This design comes from an exercise in tuning for small area on the open sky130 flow, not from production work. The RTL was checked by simulation tests, not by an equivalence proof against the original design. No activity file was given, so power comes from the tool's default toggle rates.

===== design/flow/flow/run.sh =====
#!/bin/bash
# The standard layout (standard.sh: the standard flow's synthesis, floorplan, placement,
# CTS, routing), with one change: clock tree synthesis inserts no dummy
# loads and uses the clustering given here.
set -euo pipefail
export CTS_ARGS="-sink_clustering_enable -repair_clock_nets -dont_use_dummy_load -sink_clustering_size 18 -sink_clustering_max_diameter 50 -buf_list sky130_fd_sc_hd__clkbuf_8"
bash standard.sh > standard.log 2>&1

===== design/flow/standard.sh =====
#!/bin/bash
# synth_recipe.tcl (not shown) runs the flow's synth.tcl, then flattens the netlist and writes it again
# the make line also repeats each setting of config.mk as NAME=value (left out here)
make -C /OpenROAD-flow-scripts/flow DESIGN_CONFIG=/design/flow/config.mk WORK_HOME=/design/flow/orfs CLKGATE_MAP_FILE= SYNTH_SCRIPT=/design/flow/synth_recipe.tcl "${@:-finish}"

===== design/flow/config.mk =====
export PLATFORM = sky130hd
export DESIGN_NAME = top_fft_iter
export DESIGN_NICKNAME = top_fft_iter
export VERILOG_FILES = /design/flow/design.v
export SDC_FILE = /design/flow/constraint.sdc
export NUM_CORES = 4
export LEC_CHECK = 0
export CAP_MARGIN = 20
export CORE_MARGIN = 2
export CORE_UTILIZATION = 40
export CTS_BUF_LIST = sky130_fd_sc_hd__clkbuf_8
export CTS_CLUSTER_DIAMETER = 50
export CTS_CLUSTER_SIZE = 18
export SLEW_MARGIN = 20

===== design/flow/constraint.sdc =====
create_clock -name core_clock -period 9.0 [get_ports {CLK}]
set_input_delay 1.8000 -clock core_clock [delete_from_list [all_inputs] [get_ports {CLK}]]
set_output_delay 1.8000 -clock core_clock [all_outputs]
set_load 0.01 [all_outputs]

===== design/flow/design.v =====
module top_fft_iter (
	input  wire        CLK,
	input  wire        RST,
	input  wire        EN,
	input  wire [15:0] i_DATA_R,
	input  wire [15:0] i_DATA_I,
	input  wire        i_WR_DATA,
	input  wire        IN_FIFO_RST,
	output wire        FULL,
	output wire [15:0] o_DATA_R,
	output wire [15:0] o_DATA_I,
	output wire        VALID
);
	localparam S_WAIT = 2'd0, S_RD = 2'd1, S_DLY = 2'd3, S_WR = 2'd2;
	reg  [1:0] state;
	reg  [6:0] counter;
	reg        last_lay;
	wire       busy     = (state != S_WAIT);
	wire       st_rd    = (state == S_RD);
	wire       st_dly   = (state == S_DLY);
	wire       st_wr    = (state == S_WR);
	wire       first_lay;
	always @(posedge CLK) begin
		if (RST)
			state <= S_WAIT;
		else if (EN) begin
			case (state)
				S_WAIT: if (first_lay) state <= S_RD;
				S_RD:   state <= S_DLY;
				S_DLY:  state <= S_WR;
				default: state <= (counter == 7'd82) ? S_WAIT : S_RD;
			endcase
		end
	end
	always @(posedge CLK) begin
		if (!busy)
			counter <= 7'd0;
		else if (st_rd)
			counter <= counter + 7'd1;
	end
	always @(posedge CLK) begin
		if (!busy)
			last_lay <= 1'b0;
		else if (counter == 7'd67)
			last_lay <= 1'b1;
	end
	reg  [5:0] iw, ir;
	reg        ifull, iempty;
	reg        block_reg, first_reg;
	assign first_lay = first_reg | block_reg;
	wire   tmp_full  = first_lay | ifull;
	wire   in_rst    = RST | (IN_FIFO_RST & ~block_reg);
	wire   in_we     = i_WR_DATA & ~tmp_full;
	wire [5:0] iw_next = in_we ? iw + 6'd1 : iw;
	wire   ir_inc    = first_lay & st_rd & ~iempty;
	wire [5:0] ir_next = ir_inc ? ir + 6'd2 : ir;
	always @(posedge CLK) begin
		if (in_rst) begin
			iw     <= 6'd0;
			ir     <= 6'd0;
			ifull  <= 1'b0;
			iempty <= 1'b1;
		end else begin
			iw     <= iw_next;
			ir     <= ir_next;
			ifull  <= (iw_next[5] != ir[5]) && (iw_next[4:0] == ir[4:0]);
			iempty <= (ir_next == iw_next);
		end
	end
	always @(posedge CLK) begin
		if (RST | (iempty & st_wr))
			block_reg <= 1'b0;
		else if (ifull & ~busy)
			block_reg <= 1'b1;
	end
	always @(posedge CLK) begin
		if (RST)
			first_reg <= 1'b0;
		else if (st_rd)
			first_reg <= block_reg;
	end
	assign FULL = tmp_full;
	reg  [4:0] ow;
	reg  [5:0] orp;
	reg        ofull, oempty, oblock, valid_reg;
	wire       ow_inc   = last_lay & st_wr & ~ofull & ~oblock;
	wire [4:0] ow_next  = ow + {4'd0, ow_inc};
	wire [5:0] ow_ptr   = {ow_next[4], 1'b0, ow_next[3:0]};
	wire       o_rd     = oblock & ~oempty;
	wire [5:0] or_next  = orp + {5'd0, o_rd};
	always @(posedge CLK) begin
		if (RST) begin
			ow     <= 5'd0;
			orp    <= 6'd0;
			ofull  <= 1'b0;
			oempty <= 1'b1;
		end else begin
			ow     <= ow_next;
			orp    <= or_next;
			ofull  <= (ow_ptr[5] != orp[5]) && (ow_ptr[4:0] == orp[4:0]);
			oempty <= (or_next == ow_ptr);
		end
	end
	always @(posedge CLK) begin
		if (oempty)
			oblock <= 1'b0;
		else if (ofull)
			oblock <= 1'b1;
	end
	always @(posedge CLK) begin
		if (RST)
			valid_reg <= 1'b0;
		else if (EN)
			valid_reg <= oblock;
	end
	assign VALID = oblock & valid_reg;
	function [4:0] addr_a(input [6:0] s);
		begin
			case (s[6:4])
				3'd1:    addr_a = {s[3:1], 1'b0, s[0]};
				3'd2:    addr_a = {s[3:2], 1'b0, s[1:0]};
				3'd3:    addr_a = {s[3], 1'b0, s[2:0]};
				3'd4:    addr_a = {1'b0, s[3:0]};
				default: addr_a = {s[3:0], 1'b0};
			endcase
		end
	endfunction
	function [4:0] addr_b(input [6:0] s);
		begin
			case (s[6:4])
				3'd1:    addr_b = {s[3:1], 1'b1, s[0]};
				3'd2:    addr_b = {s[3:2], 1'b1, s[1:0]};
				3'd3:    addr_b = {s[3], 1'b1, s[2:0]};
				3'd4:    addr_b = {1'b1, s[3:0]};
				default: addr_b = {s[3:0], 1'b1};
			endcase
		end
	endfunction
	function [3:0] tw_idx(input [6:0] s);
		begin
			case (s[6:4])
				3'd1:    tw_idx = {s[0], 3'd0};
				3'd2:    tw_idx = {s[1:0], 2'd0};
				3'd3:    tw_idx = {s[2:0], 1'b0};
				3'd4:    tw_idx = s[3:0];
				default: tw_idx = 4'd0;
			endcase
		end
	endfunction
	function [15:0] cos_tab(input [3:0] i);
		begin
			case (i)
				4'd0:  cos_tab = 16'h7fff;
				4'd1:  cos_tab = 16'h7d8a;
				4'd2:  cos_tab = 16'h7641;
				4'd3:  cos_tab = 16'h6a6d;
				4'd4:  cos_tab = 16'h5a82;
				4'd5:  cos_tab = 16'h471c;
				4'd6:  cos_tab = 16'h30fb;
				4'd7:  cos_tab = 16'h18f8;
				4'd8:  cos_tab = 16'h0000;
				4'd9:  cos_tab = 16'he707;
				4'd10: cos_tab = 16'hcf04;
				4'd11: cos_tab = 16'hb8e3;
				4'd12: cos_tab = 16'ha57d;
				4'd13: cos_tab = 16'h9592;
				4'd14: cos_tab = 16'h89be;
				default: cos_tab = 16'h8275;
			endcase
		end
	endfunction
	function [15:0] nsin_tab(input [3:0] i);
		begin
			case (i)
				4'd0:  nsin_tab = 16'h0000;
				4'd1:  nsin_tab = 16'he708;
				4'd2:  nsin_tab = 16'hcf05;
				4'd3:  nsin_tab = 16'hb8e4;
				4'd4:  nsin_tab = 16'ha57e;
				4'd5:  nsin_tab = 16'h9593;
				4'd6:  nsin_tab = 16'h89bf;
				4'd7:  nsin_tab = 16'h8276;
				4'd8:  nsin_tab = 16'h8001;
				4'd9:  nsin_tab = 16'h8276;
				4'd10: nsin_tab = 16'h89bf;
				4'd11: nsin_tab = 16'h9593;
				4'd12: nsin_tab = 16'ha57e;
				4'd13: nsin_tab = 16'hb8e4;
				4'd14: nsin_tab = 16'hcf05;
				default: nsin_tab = 16'he708;
			endcase
		end
	endfunction
	function [31:0] bmul(input [15:0] x, input [15:0] y);
		integer i;
		reg b0, b1, b2, ng, one, two;
		reg [17:0] xs, pp;
		reg [31:0] acc;
		begin
			xs  = {{2{x[15]}}, x};
			acc = 32'h55560000;    
			for (i = 0; i < 8; i = i + 1) begin
				b2  = y[2*i+1];
				b1  = y[2*i];
				b0  = (i == 0) ? 1'b0 : y[2*i-1];
				ng  = b2 & ~(b1 & b0);
				one = b1 ^ b0;
				two = (b2 & ~b1 & ~b0) | (~b2 & b1 & b0);
				pp  = ({18{one}} & xs) | ({18{two}} & {xs[16:0], 1'b0});
				pp  = pp ^ {18{ng}};
				acc = acc + ({{14{1'b0}}, ~pp[17], pp[16:0]} << (2*i)) + ({31'd0, ng} << (2*i));
			end
			bmul = acc;
		end
	endfunction
	function [15:0] sat_half(input [17:0] t);
		begin
			if (t[17] == t[16])
				sat_half = t[16:1];
			else
				sat_half = {t[17], {15{t[16]}}};
		end
	endfunction
	reg  [6:0]  h1, h2, h3;
	reg         selq;         
	reg         f0;           
	reg  [3:0]  irq;          
	reg  [31:0] ha, hb;       
	reg  [31:0] rb, ra;       
	reg  [16:0] rre, rim;     
	reg  [31:0] xr, yr;       
	wire        if_rd_now = st_rd & first_lay & ~iempty;
	always @(posedge CLK) begin
		if (RST) begin
			h1 <= 7'd127;
			h2 <= 7'd127;
			h3 <= 7'd127;
		end else if (st_rd) begin
			h1 <= counter;
			h2 <= h1;
			h3 <= h2;
		end
	end
	always @(posedge CLK) begin
		f0 <= if_rd_now;
		if (st_rd) begin
			selq <= block_reg | (counter == 7'd81);
			irq  <= ir[4:1];
		end
	end
	wire [4:0]  if_addr = f0 ? {irq, 1'b1} : ir[4:0];
	wire [4:0]  wr_addr = st_dly ? addr_b(h1) : addr_a(h1);
	wire [31:0] if_rd, wr_rd;
	wire [31:0] hb_d = f0 ? if_rd : hb;
	always @(posedge CLK) begin
		if (if_rd_now) ha <= if_rd;
		if (f0)        hb <= if_rd;
		if (st_dly)    rb <= selq ? hb_d : wr_rd;
		if (st_wr)     ra <= selq ? ha : wr_rd;
	end
	wire [3:0]  ti   = tw_idx(h1);
	wire [15:0] wre  = cos_tab(ti);
	wire [15:0] wim  = nsin_tab(ti);
	reg  [15:0] m1w, m2w;     
	always @(posedge CLK) begin
		if (st_dly) begin
			m1w <= wre;
			m2w <= wim;
		end else if (st_wr) begin
			m1w <= wim;
			m2w <= wre;
		end
	end
	wire [31:0] p1 = bmul(rb[31:16], m1w);
	wire [31:0] p2 = bmul(rb[15:0], m2w);
	wire [16:0] q1 = p1[31:15];
	wire [16:0] q2 = p2[31:15];
	wire [16:0] pr = st_wr ? (q1 - q2) : (q1 + q2);
	always @(posedge CLK) begin
		if (st_wr) rre <= pr;
		if (st_rd) rim <= pr;
	end
	wire        ysel  = st_dly;
	wire [17:0] op_re = ysel ? ~{rre[16], rre} : {rre[16], rre};
	wire [17:0] op_im = ysel ? ~{rim[16], rim} : {rim[16], rim};
	wire [17:0] k12   = {16'd0, ysel, ~ysel};
	wire [17:0] s_re  = {{2{ra[31]}}, ra[31:16]} + op_re + k12;
	wire [17:0] s_im  = {{2{ra[15]}}, ra[15:0]}  + op_im + k12;
	wire [31:0] bf_o  = {sat_half(s_re), sat_half(s_im)};
	always @(posedge CLK) begin
		if (st_dly) yr <= bf_o;
		if (st_wr)  xr <= bf_o;
	end
	wire        h3_wr  = (h3 < 7'd64) | (h3 == 7'd81);
	wire        h3_out = (h3[6:4] == 3'd4);
	wire        wr_we  = h3_wr & ((st_dly & ~RST) | st_wr);
	wire [4:0]  wr_wa  = st_dly ? addr_b(h3) : addr_a(h3);
	wire [31:0] bf_wd  = st_dly ? yr : xr;
	reg  [31:0] ifm [0:31];
	integer m;
	reg  [31:0] wrm [0:31];
	always @(posedge CLK) begin
		if (in_we) begin
			for (m = 31; m > 0; m = m - 1)
				ifm[m] <= ifm[m-1];
			ifm[0] <= {i_DATA_R, i_DATA_I};
		end
	end
	always @(posedge CLK) if (wr_we) wrm[wr_wa] <= bf_wd;
	wire [4:0]  if_pos = ~{if_addr[0], if_addr[1], if_addr[2], if_addr[3], if_addr[4]};
	wire [31:0] if_sel = 32'd1 << if_pos;
	wire [31:0] wr_sel = 32'd1 << wr_addr;
	reg  [31:0] if_rd_r, wr_rd_r;
	integer n;
	always @(*) begin
		if_rd_r = 32'd0;
		wr_rd_r = 32'd0;
		for (n = 0; n < 32; n = n + 1) begin
			if_rd_r = if_rd_r | ({32{if_sel[n]}} & ifm[n]);
			wr_rd_r = wr_rd_r | ({32{wr_sel[n]}} & wrm[n]);
		end
	end
	assign if_rd = if_rd_r;
	assign wr_rd = wr_rd_r;
	reg  [31:0] sx [0:15];
	reg  [31:0] sy [0:15];
	wire        push_x = h3_out & st_wr;
	wire        push_y = h3_out & st_dly & ~RST;
	wire        pop    = o_rd & (orp[4:0] != 5'd0);
	integer k;
	always @(posedge CLK) begin
		if (push_x | pop) begin
			for (k = 15; k > 0; k = k - 1)
				sx[k] <= sx[k-1];
			sx[0] <= pop ? sy[15] : bf_wd;
		end
		if (push_y | pop) begin
			for (k = 15; k > 0; k = k - 1)
				sy[k] <= sy[k-1];
			sy[0] <= bf_wd;
		end
	end
	assign o_DATA_R = sx[15][31:16];
	assign o_DATA_I = sx[15][15:0];
endmodule

==> flow_metrics.tcl, run 1 <==
set metrics [dict create \
    status "timing/DRC/antenna clean" \
    first_iter_violations 11600 \
    cts_buffers 297 \
    relSlewSlack 0.220 \
    fin_nets 8666 \
    cts_tree "built" \
    ys_ff_latch 3397 \
    die_w_um 583 \
    setup_violations 0 \
    cp-start-kind "flop" \
    clkSinkCount 3397 \
    finalMaxSlewViolations 0 \
    synth_edf_count 3303 \
    wl_um 370000 \
    clockBufferDepth 4 \
    die-area_mm2 0.340 \
    r2r_start "m2w[1]$_DFFE_PP_" \
    tns_ns 0 \
    hold_depth 0 \
    end_kind "flop" \
    dp_hpwl_um 220000 \
    clockRootBuffer "clkbuf_8" \
    critPathMaxFanout 5 \
    post-place-cells 12300 \
    drive_gt1_frac 0.109 \
    worstPathArrival_ns 9.13 \
    drtAntennaViolNets 0 \
    grt.total_usage 0.210 \
    gp_congestion 0.874 \
    fmax_ghz 0.118 \
    initial_utilization 0.402 \
    timing.hold.ws_ns 0.341 \
    wl_per_cell_um 29.4 \
    antenna_found_initial 22 \
    final_util 0.438 \
    yosys_warnings 4 \
    ctsHoldBuffers 0 \
    synthesis.area_mm2 0.134 \
    clock_latency_ns 1.04 \
    numPortBuffers 70 \
    hp-start "sx[13][28]$_DFFE_PP_" \
    critPathSlowestCell "fa_1" \
    fillers 28700 \
    crit_required_ns 9.66 \
    path_clk_slew_ns 0.07 \
    grt_pass1_vias 72200 \
    finalCritPeriodShare 0.941 \
    grt_pass1_wl_um 520000 \
    route.detailed.drc 0 \
    rrSetupSlack_ns 0.53 \
    async_reset_ff_frac 0 \
    syn_inst 7915 \
    vias 74700 \
    slowest_delay_ns 0.58 \
    viasPerCell 5.94 \
    synth_flop_cell "edfxtp_1" \
    die_h_um 583 \
    ys_types 103 \
    hold_violations 0 \
    syn_nets 8399 \
    h-tree-depth 5 \
    fin_cells 12600 \
    largestRegisters "ifm: 1024 flops, wrm: 1024 flops" \
    grt_max_degree 201 \
    drv_cap 0 \
    reg2regPathDepth 34 \
    overflow 0 \
    path_class "flop to flop" \
    hp-class "flop to flop" \
    period_needed_ns 8.47 \
    core_mm2 0.334 \
    synth_area_per_cell_um2 17.0 \
    finClkSkew_ns 0.156 \
    num_rows 212 \
    ys_seq_area_frac 0.753 \
    cellPowerDensity_mw_per_mm2 174 \
    power_leakage_nw 47.9 \
    firstDrtPassIters 7 \
    tightest_slew_ns 1.17 \
    ios 71 \
    irDropWorstVdd_uv 119 \
    area_growth_pct 8.86 \
    startpoint "m2w[1]$_DFFE_PP_" \
]
[metal layers]
layer	track usage	up-vias	share of wire
met2	0.321	4566	0.44
li1	-	31500	-
met3	0.0444	763	0.11
met1	0.299	37800	0.40
met5	0	-	0.000073
met4	0.0742	4	0.040
[power by group]
group | switching (mW) | leakage (nW) | internal [mW]
Sequential | 0.162 | 31.3 | 17.5
Clock | 4.74 | 2.14 | 2.95
Combinational | 0.137 | 14.5 | 0.0442
Total | 5.04 | 47.9 | 20.5
[cell usage after synthesis, types with 15 or more instances]
| library cell | n | area share |
|---|---|---|
| o21a_1 | 59 | 0.0033 |
| a222oi_1 | 95 | 0.0071 |
| nor2b_1 | 32 | 0.0015 |
| nand3b_1 | 30 | 0.0017 |
| ha_1 | 264 | 0.025 |
| nand4_1 | 107 | 0.0050 |
| nor3_1 | 44 | 0.0016 |
| nand2b_1 | 24 | 0.0011 |
| dfxtp_1 | 94 | 0.014 |
| or3_1 | 32 | 0.0015 |
| buf_2 | 56 | 0.0021 |
| a21o_1 | 47 | 0.0026 |
| mux2_2 | 70 | 0.0059 |
| inv_1 | 257 | 0.0072 |
| a22oi_1 | 636 | 0.036 |
| o22ai_1 | 35 | 0.0016 |
| o221ai_1 | 15 | 0.00098 |
| mux2i_1 | 40 | 0.0030 |
| buf_1 | 36 | 0.0010 |
| o21ai_1 | 19 | 0.00071 |
| o21ai_0 | 135 | 0.0050 |
| a221oi_1 | 222 | 0.014 |
| edfxtp_1 | 3303 | 0.74 |
| xor2_1 | 184 | 0.012 |
| nor2_1 | 263 | 0.0074 |
| nand3_1 | 80 | 0.0030 |
| nand2_1 | 381 | 0.011 |
| and3_1 | 21 | 0.00098 |
| fa_1 | 183 | 0.027 |
| xnor2_1 | 216 | 0.014 |
| a22o_1 | 204 | 0.013 |
| clkbuf_1 | 321 | 0.0090 |
| a21oi_1 | 146 | 0.0054 |
| o2111ai_1 | 24 | 0.0016 |
| or4_1 | 21 | 0.0012 |
[cells by family (layout without fill, tap and decap cells)]
logic type | count (synthesis) | in the layout | synth area share
other | 0 | 15 | 0
buffers and inverters | 685 | 950 | 0.0201
AO/OA/AOI/OAI | 1766 | 1766 | 0.100
adder cells (fa/ha/maj) | 447 | 447 | 0.0519
XOR/XNOR | 402 | 402 | 0.0264
multiplexers | 112 | 112 | 0.00913
flip-flops | 3397 | 3397 | 0.753
AND/OR/NAND/NOR | 1106 | 1106 | 0.0398
[cell type report]
cell class                 instances  area (µm²)  area share
multi-input combinational       3833       31200       0.214
tap                             4387        5490      0.0375
inverter                         260        1000     0.00684
timing repair buffer             393        3270      0.0224
antenna                           15        37.5    0.000257
sequential                      3397      101000       0.691
clock buffer                     297        4090      0.0280
[timing repair]
item | CTS | global route
buffers inserted | 0 | 6
gates resized for setup | 0 | 27
endpoints found under the setup margin | 0 | 10
[stage by stage]
stage / power [mW] / worst slack (ns) / cell area (µm²)
floorplan: 18.1 / -10.12 / 134000
global placement: 18.1 / 0.107 / 142000
detailed placement: 18.2 / 0.145 / 142000
CTS: 25.7 / 0.0750 / 146000
global route: 26.2 / -0.0227 / 146000
finish: 25.5 / 0.534 / 146000
[final timing paths]
path | endpoint
hold reg to reg | sx[14][28]$_DFFE_PP_
hold / removal | sx[14][28]$_DFFE_PP_
setup / recovery | rim[16]$_DFFE_PP_
setup reg to reg | rim[16]$_DFFE_PP_
[placed cells by master, fill, tap and decap left out, types with 24 or more instances in the layout]
| master | n |
|---|---|
| edfxtp_1 | 3303 |
| a22oi_1 | 636 |
| nand2_1 | 380 |
| buf_4 | 310 |
| clkbuf_8 | 297 |
| ha_1 | 261 |
| inv_1 | 253 |
| a221oi_1 | 222 |
| xnor2_1 | 216 |
| a22o_1 | 203 |
| xor2_1 | 183 |
| fa_1 | 183 |
| nor2_1 | 172 |
| a21oi_1 | 144 |
| o21ai_0 | 128 |
| nand4_1 | 107 |
| a222oi_1 | 95 |
| dfxtp_1 | 92 |
| nand3_1 | 80 |
| mux2_2 | 70 |
| clkdlybuf4s50_1 | 70 |
| o21a_1 | 59 |
| nor2_2 | 56 |
| a21o_1 | 47 |
| nor2_4 | 43 |
| mux2i_1 | 40 |
| nor3_1 | 39 |
| o22ai_1 | 35 |
| or3_1 | 32 |
| nand3b_1 | 30 |
| o2111ai_1 | 24 |
[worst max-delay path, delay by kind of cell (launching register included)]
kind                       cells  cell delay, ns
DFF                            1            0.42
AOI/OAI and AO/OA             10            2.24
adders and majority gates      8            3.57
and+or+nand+nor                5            0.65
xor gates and xnor gates       6            0.92
buffers and inverters          5            0.39
==> run 2: changes to the inputs <==
--- a/design/flow/config.mk
+++ b/design/flow/config.mk
@@ -6,9 +6,9 @@
 export NUM_CORES = 4
 export LEC_CHECK = 0
-export CAP_MARGIN = 20
+export CAP_MARGIN = 10
 export CORE_MARGIN = 2
-export CORE_UTILIZATION = 40
+export CORE_UTILIZATION = 50
 export CTS_BUF_LIST = sky130_fd_sc_hd__clkbuf_8
 export CTS_CLUSTER_DIAMETER = 50
 export CTS_CLUSTER_SIZE = 18
-export SLEW_MARGIN = 20
+export SLEW_MARGIN = 10
==> flow_metrics.tcl, run 2 <==
set metrics [dict create \
    status "timing/DRC/antenna clean" \
    cts_buffers 321 \
    r2r_end "rre[16]$_DFFE_PP_" \
    grt_pass1_wl_um 515000 \
    synth_flop_cell "edfxtp_1" \
    fin_nets 8673 \
    viasPerCell 6.37 \
    route.detailed.drc 0 \
    drive_gt1_frac 0.108 \
    first_iter_violations 11600 \
    largestRegisters "ifm: 1024 flops, wrm: 1024 flops" \
    hp-class "flop to flop" \
    h-tree-depth 5 \
    ctsHoldBuffers 0 \
    r2r_start "m1w[5]$_DFFE_PP_" \
    critPathSlowestCell "o31ai_1" \
    path_common_cell "xnor2_1" \
    yosys-top-cells-count "3303 x edfxtp_1, 636 x a22oi_1, 381 x nand2_1" \
    period_needed_ns 8.51 \
    synth_largest_area_cell "edfxtp_1" \
    power_leakage_nw 47.9 \
    clockRootBuffer "clkbuf_8" \
    wl_per_cell_um 31.0 \
    clockBufferDepth 4 \
    tightest_slew_ns 1.28 \
    finalCritPeriodShare 0.945 \
    die_w_um 522 \
    hold_violations 0 \
    path_clk_slew_ns 0.10 \
    crit_required_ns 9.66 \
    hp-start "sy[6][25]$_DFFE_PP_" \
    dp_hpwl_um 218000 \
    multiInputGateArea_mm2 0.0312 \
    ys_seq_area_frac 0.753 \
    synth_top_area_frac 0.738 \
    syn_inst 7915 \
    worstPathArrival_ns 9.16 \
    grt_pass1_vias 72200 \
    gp_congestion 0.877 \
    irDropWorstVdd_uv 169 \
    clock_latency_ns 1.02 \
    fillers 21100 \
    ios 71 \
    synthMostInstantiatedCell "edfxtp_1" \
    slowest_delay_ns 0.64 \
    initial_utilization 0.502 \
    clkSinkCount 3397 \
    grt_max_degree 201 \
    syn_nets 8399 \
    yosys_warnings 4 \
    final_cell_mix "3303 x edfxtp_1, 636 x a22oi_1, 380 x nand2_1" \
    area_growth_pct 8.15 \
    rrSetupSlack_ns 0.49 \
    power_mw 25.7 \
    die_h_um 522 \
    relSlewSlack 0.144 \
    wl_um 364000 \
    fin_cells 11800 \
    critPathMaxFanout 9 \
    num_rows 190 \
    synth.area.top_cells "edfxtp_1 74%, a22oi_1 3.6%, fa_1 2.7%" \
    cp-start-kind "flop" \
    end_kind "flop" \
    cts_tree "built" \
    synth_edf_count 3303 \
    cellPowerDensity_mw_per_mm2 177 \
    drtAntennaViolNets 0 \
    path_class "flop to flop" \
    ys_ff_latch 3397 \
    min_to "sy[7][25]$_DFFE_PP_" \
    core_mm2 0.268 \
    grt.total_usage 0.262 \
    hold_depth 0 \
    finalMaxSlewViolations 0 \
    drv_cap 0 \
    antenna_found_initial 20 \
    synth_area_per_cell_um2 17.0 \
    seq_area_mm2 0.101 \
    async_reset_ff_frac 0 \
    post-place-cells 11400 \
    finClkSkew_ns 0.135 \
    ys_types 103 \
    numPortBuffers 70 \
    vias 74800 \
    overflow 0 \
    die-area_mm2 0.273 \
    synthesis.area_mm2 0.134 \
    final_common_cell "edfxtp_1" \
    reg2regPathDepth 31 \
    fmax_ghz 0.118 \
    setup_violations 0 \
    firstDrtPassIters 9 \
]
## run 2: cell counts after synthesis
No cell type changed its count.
## run 2: cell families after synthesis
logic type | synth area share
fa+ha+maj | 0.0519
compound gates | 0.100
simple gates | 0.0398
buf+inv | 0.0201
mux | 0.00913
flops | 0.753
xor+xnor | 0.0264
## run 2: power breakdown
part / leakage [nW] / internal [mW] / total [mW] / switching, mW
combinational: 14.4 / 0.0436 / 0.175 / 0.131
sequential: 31.3 / 17.5 / 17.6 / 0.159
clock: 2.31 / 3.18 / 7.94 / 4.76
total: 47.9 / 20.7 / 25.7 / 5.05
## run 2: how the worst max path moves through the flow
| stage | start | to | slack, ns | depth (start not counted) |
|---|---|---|---|---|
| floorplan | i_WR_DATA | ifull$_SDFF_PP0_ | -10.12 | 8 |
| global placement | m2w[1]$_DFFE_PP_ | rim[16]$_DFFE_PP_ | 0.23 | 35 |
| detailed placement | m2w[5]$_DFFE_PP_ | rim[16]$_DFFE_PP_ | 0.23 | 33 |
| CTS | m2w[5]$_DFFE_PP_ | rre[16]$_DFFE_PP_ | 0.14 | 33 |
| global route | m1w[1]$_DFFE_PP_ | rim[16]$_DFFE_PP_ | -0.02 | 34 |
| finish | m1w[5]$_DFFE_PP_ | rre[16]$_DFFE_PP_ | 0.49 | 31 |
## run 2: what timing repair did
item	in CTS	in global routing
endpoints found under the setup margin	0	10
setup buffers	0	3
resized for setup	0	12
## run 2: metrics by stage
stage | hold slack [ns] | instance area [µm²] | worst slack (ns) | TNS [ns] | util
after floorplan | 0.393 | 134000 | -10.12 | - | -
after global placement | 0.400 | 141000 | 0.231 | 0 | 0.526
after detailed placement | 0.405 | 141000 | 0.233 | 0 | 0.526
after CTS | 0.330 | 145000 | 0.139 | 0 | 0.542
after global routing | 0.329 | 145000 | -0.0163 | -0.0327 | 0.543
final | 0.360 | 145000 | 0.495 | 0 | 0.543
## run 2: layer usage
layer,wire (µm),global-route usage,part of all wire
met5,216,0,0.00059
met3,44000,0.0649,0.12
met4,13300,0.0869,0.036
met2,157000,0.380,0.43
met1,149000,0.388,0.41
## run 2: critical path, delay by kind of cell (launching register included)
| kind | cells | cell delay (ns) |
|---|---|---|
| flops | 1 | 0.48 |
| xor+xnor | 6 | 0.88 |
| fa+ha+maj | 7 | 2.58 |
| simple gates | 5 | 1.05 |
| buf+inv | 2 | 0.29 |
| compound gates | 11 | 2.91 |
## run 2: final cells by class
cell class,instances,share of cell area
Inverter,260,0.00683
Sequential cell,3397,0.696
Antenna cell,11,0.000190
Timing Repair Buffer,376,0.0214
Tap cell,3552,0.0306
Clock buffer,321,0.0304
Multi-Input combinational cell,3833,0.215
==> run 3: changes to the inputs <==
--- a/design/flow/design.v
+++ b/design/flow/design.v
@@ -262,13 +262,8 @@
 	wire [15:0] wre  = cos_tab(ti);
 	wire [15:0] wim  = nsin_tab(ti);
-	reg  [15:0] m1w, m2w;     
+	reg  [15:0] m1w, m2w;
 	always @(posedge CLK) begin
-		if (st_dly) begin
-			m1w <= wre;
-			m2w <= wim;
-		end else if (st_wr) begin
-			m1w <= wim;
-			m2w <= wre;
-		end
+		m1w <= st_dly ? wre : wim;
+		m2w <= st_dly ? wim : wre;
 	end
 	wire [31:0] p1 = bmul(rb[31:16], m1w);
==> design/flow/flow/run.sh (replaced) <==
#!/bin/bash
# The standard layout (standard.sh: the standard flow's synthesis, floorplan, placement,
# CTS, routing), with one change: clock tree synthesis inserts no dummy
# loads and uses the clustering given here.
set -euo pipefail
export CTS_ARGS="-sink_clustering_enable -repair_clock_nets -dont_use_dummy_load -sink_clustering_size 28 -sink_clustering_max_diameter 60 -buf_list sky130_fd_sc_hd__clkbuf_16"
bash standard.sh > standard.log 2>&1
--- a/design/flow/config.mk
+++ b/design/flow/config.mk
@@ -9,6 +9,6 @@
 export CORE_MARGIN = 2
 export CORE_UTILIZATION = 50
-export CTS_BUF_LIST = sky130_fd_sc_hd__clkbuf_8
-export CTS_CLUSTER_DIAMETER = 50
-export CTS_CLUSTER_SIZE = 18
+export CTS_BUF_LIST = sky130_fd_sc_hd__clkbuf_16
+export CTS_CLUSTER_DIAMETER = 60
+export CTS_CLUSTER_SIZE = 28
 export SLEW_MARGIN = 10
==> flow_metrics.tcl, run 3 <==
set metrics [dict create \
    grt_setup_unrepaired "false" \
    wl_um 369000 \
    first_iter_violations 12100 \
    yosys-top-cells-count "3271 x edfxtp_1, 731 x a22oi_1, 319 x nand2_1" \
    tns_ns 0 \
    rrSetupSlack_ns 0.51 \
    path_clk_slew_ns 0.10 \
    die-area_mm2 0.273 \
    synth_flop_cell "edfxtp_1" \
    clkSinkCount 3397 \
    post_cts_buffers 0 \
    grt.total_usage 0.266 \
    synthesis.area_mm2 0.134 \
    status "timing/DRC/antenna clean" \
    wl_per_cell_um 31.8 \
    grt_pass1_vias 71900 \
    hold_violations 0 \
    power_leakage_nw 47.8 \
    area_growth_pct 8.53 \
    cp-start-kind "flop" \
    die_w_um 522 \
    synthMostInstantiatedCell "edfxtp_1" \
    ctsHoldBuffers 0 \
    relSlewSlack 0.140 \
    ys_seq_area_frac 0.750 \
    die_h_um 522 \
    route.detailed.drc 0 \
    async_reset_ff_frac 0 \
    clockBufferDepth 4 \
    design_area_mm2 0.146 \
    slowest_delay_ns 0.58 \
    critPathMaxFanout 8 \
    synth_edf_count 3271 \
    finalMaxSlewViolations 0 \
    ios 71 \
    worstPathArrival_ns 9.07 \
    vias 74800 \
    syn_nets 8422 \
    gp_congestion 0.873 \
    period_needed_ns 8.49 \
    r2r_end "rre[16]$_DFFE_PP_" \
    clock_latency_ns 0.94 \
    hp-class "flop to flop" \
    clockRootBuffer "clkbuf_16" \
    yosys_warnings 4 \
    syn_inst 7938 \
    ys_types 103 \
    num_rows 190 \
    final_util 0.545 \
    drtAntennaViolNets 0 \
    final_common_cell "edfxtp_1" \
    antenna_found_initial 22 \
    finalCritPeriodShare 0.944 \
    fmax_ghz 0.118 \
    critPathSlowestCell "o21ai_1" \
    grt_max_degree 193 \
    hold_depth 0 \
    crit_required_ns 9.58 \
    r2r_start "m2w[7]$_DFF_P_" \
    synth_top_area_frac 0.731 \
    placed_area_mm2 0.140 \
    power_mw 26.8 \
    synth_largest_area_cell "edfxtp_1" \
    grt_pass1_wl_um 522000 \
    cts_resized 0 \
    finClkSkew_ns 0.131 \
    tightest_slew_ns 1.28 \
    irDropWorstVdd_uv 161 \
    cts_tree "built" \
    core_mm2 0.268 \
    hp-start "sy[0][19]$_DFFE_PP_" \
    cellPowerDensity_mw_per_mm2 184 \
    initial_utilization 0.502 \
    synth_area_per_cell_um2 16.9 \
    end_kind "flop" \
    ys_ff_latch 3397 \
    cts_buffers 211 \
    timing.hold.ws_ns 0.371 \
    h-tree-depth 4 \
    drive_gt1_frac 0.0902 \
    min_to "sy[1][19]$_DFFE_PP_" \
    fillers 21000 \
    final_cell_mix "3271 x edfxtp_1, 731 x a22oi_1, 318 x nand2_1" \
    largestRegisters "ifm: 1024 flops, wrm: 1024 flops" \
    synth.area.top_cells "edfxtp_1 73%, a22oi_1 4.1%, fa_1 2.7%" \
    firstDrtPassIters 9 \
    numPortBuffers 70 \
    overflow 0 \
    setup_violations 0 \
    drv_cap 0 \
    reg2regPathDepth 31 \
    dp_hpwl_um 219000 \
    fin_nets 8549 \
    path_class "flop to flop" \
    viasPerCell 6.43 \
]
-- run 3: changes by cell type after synthesis, sizes merged, moves of 22 or more --
cell,previous run,this run
a22o,204,182
a22oi,637,733
nor2,271,300
a222oi,95,63
edfxtp,3303,3271
nand3,81,142
dfxtp,94,126
nand2,383,325
clkbuf,321,285
buf,104,138
-- run 3: worst max-delay path: cells and delay by family, from the launching register on --
kind                       cells  cell delay [ns]
AOI/OAI and AO/OA             11             2.75
DFF                            1             0.42
and+or+nand+nor                8             1.80
buffers and inverters          2             0.10
xor gates and xnor gates       4             0.61
adders and majority gates      6             2.54
-- run 3: where the power goes --
group	switching, mW	internal (mW)	total (mW)
Combinational	0.141	0.0434	0.185
Clock	4.84	4.14	8.97
Sequential	0.164	17.4	17.6
-- run 3: stage by stage --
step	std cells	worst slack [ns]
after floorplan	7938	-9.87
after global placement	11400	0.677
after detailed placement	11400	0.579
after CTS	11600	0.576
after global routing	11600	0.00608
final	11600	0.508
-- run 3: layout make-up --
class                      count  area (µm²)  area share
sequential                  3397      101000       0.691
tap                         3552        4440      0.0305
antenna                        6        15.0    0.000103
multi-input combinational   3868       31400       0.215
clock buffer                 211        5280      0.0362
timing repair buffer         337        2920      0.0200
inverter                     250         956     0.00656
-- run 3: routing by layer --
metal,share of wire,global-route usage,up-vias
li1,-,-,31300
met1,0.41,0.388,38300
met2,0.44,0.400,4413
met3,0.12,0.0595,684
met4,0.034,0.0821,20
met5,0.00046,0,-
-- run 3: how the worst max path moves through the flow --
| stage | start | end | slack [ns] | cells after the start |
|---|---|---|---|---|
| 6_report | m2w[7]$_DFF_P_ | rre[16]$_DFFE_PP_ | 0.51 | 31 |
| 5_1_grt | m2w[7]$_DFF_P_ | rre[16]$_DFFE_PP_ | 0.006 | 31 |
| 4_1_cts | m2w[1]$_DFF_P_ | rre[16]$_DFFE_PP_ | 0.58 | 34 |
| 3_5_place_dp | m2w[1]$_DFF_P_ | rre[16]$_DFFE_PP_ | 0.58 | 34 |
| 3_3_place_gp | m2w[1]$_DFF_P_ | rre[16]$_DFFE_PP_ | 0.68 | 34 |
| 2_1_floorplan | i_WR_DATA | iempty$_SDFF_PP1_ | -9.87 | 6 |
-- run 3: cells by family after synthesis --
group,share of synthesized area
flops,0.750
simple gates,0.0411
fa+ha+maj,0.0519
xor+xnor,0.0258
buf+inv,0.0207
compound gates,0.100
mux,0.0101
==> run 4: changes to the inputs <==
--- a/design/flow/design.v
+++ b/design/flow/design.v
@@ -262,8 +262,13 @@
 	wire [15:0] wre  = cos_tab(ti);
 	wire [15:0] wim  = nsin_tab(ti);
-	reg  [15:0] m1w, m2w;
+	reg  [15:0] m1w, m2w;     
 	always @(posedge CLK) begin
-		m1w <= st_dly ? wre : wim;
-		m2w <= st_dly ? wim : wre;
+		if (st_dly) begin
+			m1w <= wre;
+			m2w <= wim;
+		end else if (st_wr) begin
+			m1w <= wim;
+			m2w <= wre;
+		end
 	end
 	wire [31:0] p1 = bmul(rb[31:16], m1w);
@@ -292,17 +297,10 @@
 	wire [4:0]  wr_wa  = st_dly ? addr_b(h3) : addr_a(h3);
 	wire [31:0] bf_wd  = st_dly ? yr : xr;
+	wire [4:0]  in_wa = {iw[0], iw[1], iw[2], iw[3], iw[4]};
 	reg  [31:0] ifm [0:31];
-	integer m;
 	reg  [31:0] wrm [0:31];
-	always @(posedge CLK) begin
-		if (in_we) begin
-			for (m = 31; m > 0; m = m - 1)
-				ifm[m] <= ifm[m-1];
-			ifm[0] <= {i_DATA_R, i_DATA_I};
-		end
-	end
+	always @(posedge CLK) if (in_we) ifm[in_wa] <= {i_DATA_R, i_DATA_I};
 	always @(posedge CLK) if (wr_we) wrm[wr_wa] <= bf_wd;
-	wire [4:0]  if_pos = ~{if_addr[0], if_addr[1], if_addr[2], if_addr[3], if_addr[4]};
-	wire [31:0] if_sel = 32'd1 << if_pos;
+	wire [31:0] if_sel = 32'd1 << if_addr;
 	wire [31:0] wr_sel = 32'd1 << wr_addr;
 	reg  [31:0] if_rd_r, wr_rd_r;
==> design/flow/flow/run.sh (replaced) <==
#!/bin/bash
# The standard layout (standard.sh: the standard flow's synthesis, floorplan, placement,
# CTS, routing), with one change: clock tree synthesis inserts no dummy
# loads. Its arguments are otherwise ORFS's defaults for this design
# (sink clustering, clock net repair, clkbuf_4 as in config.mk).
set -euo pipefail
export CTS_ARGS="-sink_clustering_enable -repair_clock_nets -dont_use_dummy_load -buf_list sky130_fd_sc_hd__clkbuf_4"
bash standard.sh > standard.log 2>&1
==> design/flow/config.mk (replaced) <==
export PLATFORM = sky130hd
export DESIGN_NAME = top_fft_iter
export DESIGN_NICKNAME = top_fft_iter
export VERILOG_FILES = /design/flow/design.v
export SDC_FILE = /design/flow/constraint.sdc
export NUM_CORES = 4
export LEC_CHECK = 0
export CAP_MARGIN = 20
export CORE_MARGIN = 2
export CORE_UTILIZATION = 40
export CTS_BUF_LIST = sky130_fd_sc_hd__clkbuf_4
export SLEW_MARGIN = 20
==> flow_metrics.tcl, run 4 <==
set metrics [dict create \
    fillers 29300 \
    finalCritPeriodShare 0.946 \
    fmax_ghz 0.117 \
    pwr-share-clk 0.350 \
    path_common_cell "xnor2_1" \
    die_h_um 584 \
    synth_edf_count 3303 \
    final_util 0.443 \
    die-area_mm2 0.341 \
    ctsHoldBuffers 0 \
    combPwrFrac 0.006 \
    drtAntennaViolNets 0 \
    finalMaxSlewViolations 0 \
    yosys-top-cells-count "3303 x edfxtp_1, 621 x a22oi_1, 367 x nand2_1" \
    final_common_cell "edfxtp_1" \
    grt_setup_unrepaired "false" \
    grt.total_usage 0.223 \
    synthesis.area_mm2 0.135 \
    syn_inst 8023 \
    numPortBuffers 70 \
    p_sw_frac 0.201 \
    ys_ff_latch 3397 \
    startpoint "m2w[3]$_DFFE_PP_" \
    end_kind "flop" \
    drv_cap 0 \
    syn_nets 8512 \
    synth_flop_cell "edfxtp_1" \
    irDropWorstVdd_uv 124 \
    ios 71 \
    cts_tree "built" \
    pwr-share-seq 0.644 \
    period_needed_ns 8.52 \
    wl_um 388000 \
    gp_congestion 0.855 \
    firstDrtPassIters 6 \
    vias 78900 \
    synth_top_area_frac 0.737 \
    reg2regPathDepth 33 \
    rrSetupSlack_ns 0.48 \
    placed_area_mm2 0.143 \
    h-tree-depth 6 \
    viasPerCell 5.96 \
    first_iter_violations 10500 \
    p_switching_mw 5.37 \
    synth_largest_area_cell "edfxtp_1" \
    synthMostInstantiatedCell "edfxtp_1" \
    cp-start-kind "flop" \
    initial_utilization 0.401 \
    dp_hpwl_um 222000 \
    final_cell_mix "3303 x edfxtp_1, 826 x clkbuf_4, 621 x a22oi_1" \
    die_w_um 584 \
    worstPathArrival_ns 9.61 \
    grt_max_degree 180 \
    yosys_warnings 3 \
    grt_pass1_wl_um 549000 \
    hold_violations 0 \
    min_to "sx[7][5]$_DFFE_PP_" \
    status "timing/DRC/antenna clean" \
    wl_per_cell_um 29.3 \
    async_reset_ff_frac 0 \
    fin_nets 9303 \
    ys_seq_area_frac 0.751 \
    relSlewSlack 0.165 \
    synth.area.top_cells "edfxtp_1 74%, a22oi_1 3.5%, fa_1 2.7%" \
    internal_power_mw 21.4 \
    hold_depth 0 \
    clockBufferDepth 4 \
    hp-class "flop to flop" \
    r2r_start "m2w[3]$_DFFE_PP_" \
    critPathMaxFanout 14 \
    tightest_slew_ns 1.25 \
    drive_gt1_frac 0.162 \
    critPathSlowestCell "fa_1" \
    finClkSkew_ns 0.227 \
    setup_violations 0 \
    area_growth_pct 10.6 \
    power_leakage_nw 49.0 \
    design_area_mm2 0.149 \
    crit_required_ns 10.09 \
    core_mm2 0.336 \
    clkSinkCount 3397 \
    path_class "flop to flop" \
    clockRootBuffer "clkbuf_4" \
    path_clk_slew_ns 0.06 \
    grt_pass1_vias 78000 \
    antenna_found_initial 35 \
    overflow 0 \
    num_rows 213 \
    route.detailed.drc 0 \
    r2r_end "rre[16]$_DFFE_PP_" \
    ys_types 87 \
    hp-start "sx[6][5]$_DFFE_PP_" \
    slowest_delay_ns 0.55 \
    cts_buffers 826 \
    synth_area_per_cell_um2 16.8 \
    largestRegisters "ifm: 1024 flops, wrm: 1024 flops" \
    cellPowerDensity_mw_per_mm2 180 \
    clock_latency_ns 1.58 \
]
[run 4: cell families (layout without fill, tap and decap cells)]
group	after synthesis	count (layout)	synth area share
other	0	17	0
and+or+nand+nor	1170	1170	0.0408
AOI/OAI and AO/OA	1772	1772	0.0990
muxes	161	161	0.0128
adders and majority gates	452	452	0.0522
buffers and inverters	685	1474	0.0194
xor gates and xnor gates	386	386	0.0251
DFF	3397	3397	0.751
[run 4: repair_timing]
item	in CTS	in global routing
endpoints found under the setup margin	0	5
buffers inserted	0	0
hold endpoints to repair	0	0
gates resized for setup	0	12
[run 4: final cells by class]
type                       count  area (µm²)  share of cell area
multi-input combinational   3941       31900               0.214
clock buffer                 826        6200              0.0417
inverter                     258         987             0.00663
antenna                       17        42.5            0.000286
sequential                  3397      101000               0.679
timing repair buffer         390        3160              0.0212
tap                         4407        5510              0.0370
[run 4: worst max-delay path: cells and delay by family, from the launching register on]
family                   cells  cell delay, ns
AO/OA/AOI/OAI                9            2.17
XOR/XNOR                     6            0.91
adder cells (fa/ha/maj)      7            2.87
buffers and inverters        4            0.45
flip-flops                   1            0.47
multiplexers                 1            0.37
AND/OR/NAND/NOR              6            0.93
[run 4: how the worst max path moves through the flow]
stage | to | cells past startpoint | slack [ns]
3_3_place_gp | rim[16]$_DFFE_PP_ | 36 | 0.41
4_1_cts | rre[15]$_DFFE_PP_ | 31 | 0.26
6_report | rre[16]$_DFFE_PP_ | 33 | 0.48
3_5_place_dp | rim[15]$_DFFE_PP_ | 31 | 0.34
5_1_grt | rre[16]$_DFFE_PP_ | 35 | 0.003
2_1_floorplan | sy[0][0]$_DFFE_PP_ | 2 | -6.06
[run 4: per-stage QoR]
stage               std cells  power, mW  hold WS [ns]  TNS [ns]  setup slack [ns]
finish                  13200       26.7         0.353         0             0.483
CTS                     13200       27.0         0.338         0             0.261
global placement        12400       17.7         0.400         0             0.411
floorplan                8023       17.6         0.393  -3268.70             -6.06
global route            13200       27.7         0.301         0           0.00292
detailed placement      12400       17.7         0.405         0             0.344
[run 4: power groups by stage]
stage / registers (mW) / logic, mW / clock network, mW
2_1_floorplan: 17.5 / 0.0424 / 0
6_report: 17.2 / 0.168 / 9.35
5_1_grt: 17.2 / 0.180 / 10.4
3_5_place_dp: 17.5 / 0.168 / 0
4_1_cts: 17.2 / 0.169 / 9.66
3_3_place_gp: 17.5 / 0.162 / 0
[run 4: routing by layer]
metal | share of wire | global-route usage | up-vias
li1 | - | - | 33300
met1 | 0.40 | 0.304 | 40100
met2 | 0.45 | 0.347 | 4693
met3 | 0.11 | 0.0519 | 824
met4 | 0.039 | 0.0860 | 8
met5 | 0.00011 | 0 | -

[separate check: timing with driven ports]
No port has a modelled driver above. Below, the same layouts with a new extraction and two added sets of constraints.
Step 1 assumes that a clkbuf_16 drives the clock port and a buf_2 every other input.
Step 2 moves the port delays by t, midway between the first and last clock arrival at a register: inputs arrive t later, outputs are due t later. That takes back most of the time a late clock gives input paths.
Three values: no drivers, after step 1, after step 2; two values: the first two.
run | t (ns) | slack for setup (ns) | latest minus earliest clock arrival (ns) | slew at the worst register clock pin (ns) | cell pins on the clock port's net
run 1 | 1.055 | 0.534 / 0.534 / 0.534 | 0.184 / 0.183 | 0.12 / 0.12 | 1
run 2 | 1.060 | 0.495 / 0.495 / 0.495 | 0.165 / 0.165 | 0.11 / 0.11 | 1
run 3 | 0.962 | 0.508 / 0.508 / 0.508 | 0.146 / 0.146 | 0.11 / 0.11 | 1
run 4 | 1.565 | 0.483 / 0.483 / 0.483 | 0.245 / 0.245 | 0.07 / 0.07 | 1
After both steps every run listed still meets setup and hold.
